What follows belongs to an exercise in optimizing a design on an open flow for small area; a production flow would make more cautious choices. Function was checked by simulation only, so behaviour that the tests miss may differ from the original. Power figures rest on the tool's default switching activity, not on a simulated workload.

==> job 2248 <==
Design angle_display, start of the top module:
module angle_display (
	input clk,
	input rst,
	input [7:0] x_hex,
	input x_neg,
	input [7:0] y_hex,
	input y_neg,
	input [7:0] z_hex,
	input z_neg,
	output [2:0] pixel,
	output hsync,
	output vsync
);
Settings: LEC_CHECK=0, CAP_MARGIN=20, CORE_MARGIN=2, CORE_UTILIZATION=40, SLEW_MARGIN=20; clock period 40.0 ns.
run.sh (not shown) runs the stock make flow with config.mk's settings and CLKGATE_MAP_FILE= SYNTH_SCRIPT=/design/flow/synth_recipe.tcl, a recipe that flattens the netlist after the stock synthesis.
==> job 7160: changes against job 2248 <==
--- a/flow/design.v
+++ b/flow/design.v
@@ -59,11 +59,12 @@
 	output reg [9:0] vd,
 	output frame_end,
 	output hsync,
 	output vsync
 );
-	wire hd_end = (hd == 10'd800);
+	wire hd_end = hd[9] & hd[8] & hd[5];                   
+	wire vd_end = vd[9] & vd[3] & vd[2] & vd[0];           
 	always @(posedge clk)
 	begin
 		if (rst)
 		begin
 			hd <= 10'd800;
@@ -71,27 +72,27 @@
 		end
 		else
 		begin
 			hd <= hd_end ? 10'd0 : hd + 10'd1;
 			if (hd_end)
-				vd <= (vd == 10'd525) ? 10'd0 : vd + 10'd1;
+				vd <= vd_end ? 10'd0 : vd + 10'd1;
 		end
 	end
-	assign frame_end = (hd == 10'd799) && (vd == 10'd525);
-	assign hsync = ~((hd > 10'd656) && (hd < 10'd752));
-	assign vsync = ~(vd == 10'd491);
+	assign frame_end = hd[9] & hd[8] & (&hd[4:0]) & vd_end;
+	assign hsync = ~(hd[9] & ~hd[8] & hd[7] & (hd[6:0] >= 7'd17) & (hd[6:0] <= 7'd111));
+	assign vsync = ~(vd[8:0] == 9'd491);
 endmodule
 module VGADemo (
 	input [9:0] cx,
 	input [9:0] cy,
 	input hun,
 	input [3:0] ten,
 	input [3:0] uni,
 	output text
 );
 	function [7:0] font;
-		input [3:0] code;    
+		input [3:0] code;       
 		input [2:0] row;
 		begin
 			font = 8'h00;
 			case (code)
 				4'd0: case (row) 0: font = 8'b0011_1100; 1: font = 8'b0100_0110; 2: font = 8'b0100_1010; 3: font = 8'b0101_0010; 4: font = 8'b0110_0010; 5: font = 8'b0100_0010; 6: font = 8'b0011_1100; default: font = 8'h00; endcase
@@ -105,62 +106,31 @@
 				4'd8: case (row) 0: font = 8'b0011_1100; 1: font = 8'b0100_0010; 2: font = 8'b0100_0010; 3: font = 8'b0011_1100; 4: font = 8'b0100_0010; 5: font = 8'b0100_0010; 6: font = 8'b0011_1100; default: font = 8'h00; endcase
 				4'd9: case (row) 0: font = 8'b0011_1100; 1: font = 8'b0100_0010; 2: font = 8'b0100_0010; 3: font = 8'b0011_1110; 4: font = 8'b0000_0010; 5: font = 8'b0000_0010; 6: font = 8'b0011_1100; default: font = 8'h00; endcase
 				4'd10: case (row) 0: font = 8'b1000_0001; 1: font = 8'b0100_0010; 2: font = 8'b0010_0100; 3: font = 8'b0001_1000; 4: font = 8'b0010_0100; 5: font = 8'b0100_0010; 6: font = 8'b1000_0001; default: font = 8'h00; endcase
 				4'd11: case (row) 0: font = 8'b1000_0001; 1: font = 8'b0100_0010; 2: font = 8'b0010_0100; 3: font = 8'b0001_1000; 4: font = 8'b0001_1000; 5: font = 8'b0001_1000; 6: font = 8'b0001_1000; default: font = 8'h00; endcase
 				4'd12: case (row) 0: font = 8'b1111_1111; 1: font = 8'b0000_0010; 2: font = 8'b0000_0100; 3: font = 8'b0000_1000; 4: font = 8'b0001_0000; 5: font = 8'b0010_0000; 6: font = 8'b1111_1111; default: font = 8'h00; endcase
-				4'd13: case (row) 1: font = 8'b0001_1000; 2: font = 8'b0001_1000; 4: font = 8'b0001_1000; 5: font = 8'b0001_1000; default: font = 8'h00; endcase
+				4'd13: case (row) 1, 2, 4, 5: font = 8'b0110_0000; default: font = 8'h00; endcase
 				default: font = 8'h00;
 			endcase
 		end
 	endfunction
-	wire line_x = (cy >= 10'd100) && (cy < 10'd108);
-	wire line_y = (cy >= 10'd120) && (cy < 10'd128);
-	wire line_z = (cy >= 10'd140) && (cy < 10'd148);
-	wire [2:0] row = line_y ? cy[2:0] : (cy[2:0] ^ 3'd4);
-	wire c_letter = (cx >= 10'd100) && (cx < 10'd108);
-	wire c_colon  = (cx >= 10'd110) && (cx < 10'd118);
-	wire c_hun    = (cx[9:3] == 7'd15);    
-	wire c_ten    = (cx[9:3] == 7'd16);    
-	wire c_uni    = (cx[9:3] == 7'd17);    
-	reg [3:0] code;
-	reg [2:0] col;
-	reg show;
-	always @(*)
-	begin
-		code = 4'd0;
-		col = cx[2:0];
-		show = 1'b0;
-		if (c_letter)
-		begin
-			code = line_x ? 4'd10 : (line_y ? 4'd11 : 4'd12);
-			col = cx[2:0] ^ 3'd4;
-			show = 1'b1;
-		end
-		else if (c_colon)
-		begin
-			code = 4'd13;
-			col = cx[2:0] - 3'd6;
-			show = 1'b1;
-		end
-		else if (c_hun)
-		begin
-			code = 4'd1;
-			show = hun;
-		end
-		else if (c_ten)
-		begin
-			code = ten;
-			show = hun || (ten != 4'd0);
-		end
-		else if (c_uni)
-		begin
-			code = uni;
-			show = 1'b1;
-		end
-	end
+	wire line_x = (cy[8:3] == 6'd12 & cy[2]) | (cy[8:3] == 6'd13 & ~cy[2]);
+	wire line_y = (cy[8:3] == 6'd15);
+	wire line_z = (cy[8:3] == 6'd17 & cy[2]) | (cy[8:3] == 6'd18 & ~cy[2]);
+	wire [2:0] row = {cy[2] ^ ~line_y, cy[1:0]};
+	wire c_letter = (cx[9:3] == 7'd12 & cx[2]) | (cx[9:3] == 7'd13 & ~cx[2]);
+	wire c_hun    = (cx[9:3] == 7'd15);
+	wire c_ten    = (cx[9:3] == 7'd16);
+	wire c_uni    = (cx[9:3] == 7'd17);
+	wire c_char = c_letter | (cx[9:3] == 7'd14) | c_hun | c_ten | c_uni;
+	wire [3:0] code = c_letter ? (line_x ? 4'd10 : (line_y ? 4'd11 : 4'd12)) :
+	                  (cx[9:3] == 7'd14) ? 4'd13 :
+	                  c_hun ? 4'd1 : (c_ten ? ten : uni);
+	wire show = c_hun ? hun : (c_ten ? (hun | (ten != 4'd0)) : c_char);
+	wire [2:0] col = c_letter ? {~cx[2], cx[1:0]} : cx[2:0];
 	wire [7:0] bits = font(code, row);
-	assign text = (line_x || line_y || line_z) && show && bits[3'd7 - col];
+	assign text = (line_x | line_y | line_z) & show & bits[3'd7 - col];
 endmodule
 module angle_display (
 	input clk,
 	input rst,
 	input [7:0] x_hex,
@@ -207,12 +177,12 @@
 	wire s = vd[5] ? (vd[4] ? neg_y : neg_x) : neg_z;
 	wire hun;
 	wire [3:0] ten, uni;
 	hex_to_angle CONV (
 		.clk(clk),
-		.init(hd[9:8] == 2'b01),
-		.sweep(hd[9:8] == 2'b10),
+		.init(~hd[9] & hd[8]),
+		.sweep(hd[9] & ~hd[8]),
 		.i(hd[7:0]),
 		.m(m),
 		.s(s),
 		.zero(zero),
 		.hun(hun),
==> flow/flow/run.sh (new file) <==
#!/bin/bash
# Layout flow: the standard flow (standard.sh), with these changes:
# - synthesis maps the logic with ABC's deepsyn and area mapping, under
#   several seeds, keeping the smallest (abc_best.tcl), in place of ORFS's
#   abc call, and lets ABC see adders and comparators as plain logic (no
#   half/full-adder extraction, no Kogge-Stone carry map). The synthesis
#   script is otherwise synth_recipe.tcl and ORFS's synth.tcl as they are, so
#   the registers, their names and their cells are the standard synthesis's.
# - the port buffers are buf_1 cells (the outputs drive 10 fF).
# - clock tree synthesis adds no dummy loads and uses clkbuf_4 buffers.
# Each tool's output goes to a log file in the work folder.
set -euo pipefail
CTS="-sink_clustering_enable -repair_clock_nets -dont_use_dummy_load -buf_list sky130_fd_sc_hd__clkbuf_4"
WORK=$(pwd)
F=$WORK/flow

# ORFS's synth.tcl with its abc call replaced
sed "s#log_cmd abc {\*}\$abc_args#source $F/abc_best.tcl#" \
	"$FLOW_HOME/scripts/synth.tcl" > "$WORK/synth_body.tcl"
grep -q "abc_best.tcl" "$WORK/synth_body.tcl"
# synth_recipe.tcl sourcing it
sed "s#source \$::env(SCRIPTS_DIR)/synth.tcl#source $WORK/synth_body.tcl#" \
	"$WORK/synth_recipe.tcl" > "$WORK/own_synth.tcl"
grep -q "synth_body" "$WORK/own_synth.tcl"
# standard.sh with that synthesis script and settings
sed "s#SYNTH_SCRIPT=[^ ]*#SYNTH_SCRIPT=$WORK/own_synth.tcl ADDER_MAP_FILE= SYNTH_OPERATIONS_ARGS=-flatten 'BUFFER_PORTS_ARGS=-buffer_cell sky130_fd_sc_hd__buf_1' 'CTS_ARGS=$CTS'#" \
	"$WORK/standard.sh" > "$WORK/own_standard.sh"
grep -q "own_synth" "$WORK/own_standard.sh"

bash "$WORK/own_standard.sh" synth > "$WORK/synth.log" 2>&1
bash "$WORK/own_standard.sh" > "$WORK/layout.log" 2>&1
==> flow/flow/abc_best.tcl (new file) <==
# Technology mapping for synth.tcl, in place of its single abc call: map the
# logic with deepsyn (under several random seeds) and area mapping, and keep
# the smallest result. Only the combinational logic changes; the flip-flops
# were mapped before this step.
set abc_dir [file dirname [info script]]
set abc_tmp $::env(RESULTS_DIR)
yosys design -save abc_pre
set abc_best_area -1
set abc_best_seed -1
foreach abc_seed {0 1 2 3 4 5 6 7} {
  yosys design -load abc_pre
  set fh [open $abc_tmp/deep_$abc_seed.abc w]
  puts $fh "strash\n&get -n\n&deepsyn -T 20 -S $abc_seed\n&put\ndch -f\namap"
  close $fh
  log_cmd abc -script $abc_tmp/deep_$abc_seed.abc {*}$lib_args {*}$lib_dont_use_args
  set abc_stat [tee -q -s result.string stat {*}$lib_args]
  if { ![regexp {Chip area for module [^:]*: ([0-9.]+)} $abc_stat -> abc_area] } {
    error "no area after abc"
  }
  puts "abc seed $abc_seed: area $abc_area"
  if { $abc_best_area < 0 || $abc_area < $abc_best_area } {
    set abc_best_area $abc_area
    set abc_best_seed $abc_seed
    yosys design -save abc_best
  }
}
puts "abc: kept seed $abc_best_seed, area $abc_best_area"
yosys design -load abc_best
==> flow/standard.sh (new file) <==
#!/bin/bash
# synth_recipe.tcl (not shown) runs the flow's synth.tcl, then flattens the netlist and writes it again
# the make line also repeats each setting of config.mk as NAME=value (left out here)
make -C /OpenROAD-flow-scripts/flow DESIGN_CONFIG=/design/flow/config.mk WORK_HOME=/design/flow/orfs CLKGATE_MAP_FILE= SYNTH_SCRIPT=/design/flow/synth_recipe.tcl "${@:-finish}"
removed: flow/run.sh
==> qor summary <==
| item | job 2248 | job 7160 |
|---|---|---|
| Clock network latency to the later pin of the worst-skew pair | 0.33 ns | 0.41 ns |
| Outcome | timing/DRC/antenna clean | timing/DRC/antenna clean |
| Post-synthesis share of cell area spent on full adders, half adders and majority gates | 5.25% | 0% |
| Power density cells | 51.2 nW/um^2 | 39.7 nW/um^2 |
| First-pass iteration count of the detailed router | 18 | 5 |
| Met3 capacity usage during global routing | 3.05% | 5.30% |
| Fraction of area in multi-input gates | 56.1% | 44.4% |
| Source of the critical timing path | HVSYNC.hd[0] | HVSYNC.hd[6] |
| Maximum net fanout on the critical path | 15 | 8 |
| Simple-gate area share of the yosys netlist | 26.7% | 25.6% |
| Die footprint | 12800 um^2 | 8880 um^2 |
| Leakage | 1.86 nW | 1.13 nW |
| Clock slew at reported path FFs | 0.06 ns | 0.10 ns |
| Row cnt | 39 | 32 |
| Gate count of the mapped netlist | 588 | 419 |
| Vias | 4631 | 3274 |

static timing again, ports no longer ideal:
How much do the figures lean on ideal ports? The routed layouts below were timed once more, with nothing changed but the port constraints.
Step 1 (the two cells are an assumption about what drives the block):
set clk [get_ports {clk}]
set_driving_cell -lib_cell sky130_fd_sc_hd__clkbuf_16 $clk
set_driving_cell -lib_cell sky130_fd_sc_hd__buf_2 [delete_from_list [all_inputs] $clk]
Step 2 moves the port delays by t, midway between the first and last clock arrival at a register: inputs arrive t later, outputs are due t later. That takes back most of the time a late clock gives input paths.
Slacks: no drivers / after step 1 / after step 2; pairs: no drivers / after step 1.
run | t (ns) | setup WS [ns] | worst setup path at the end | pins driven straight from the clock port
job 2248 | 0.369 | 27.130 / 27.090 / 27.459 | register to output | 1
job 7160 | 0.409 | 27.371 / 27.340 / 27.749 | register to output | 1
After both steps every run listed still meets setup and hold.
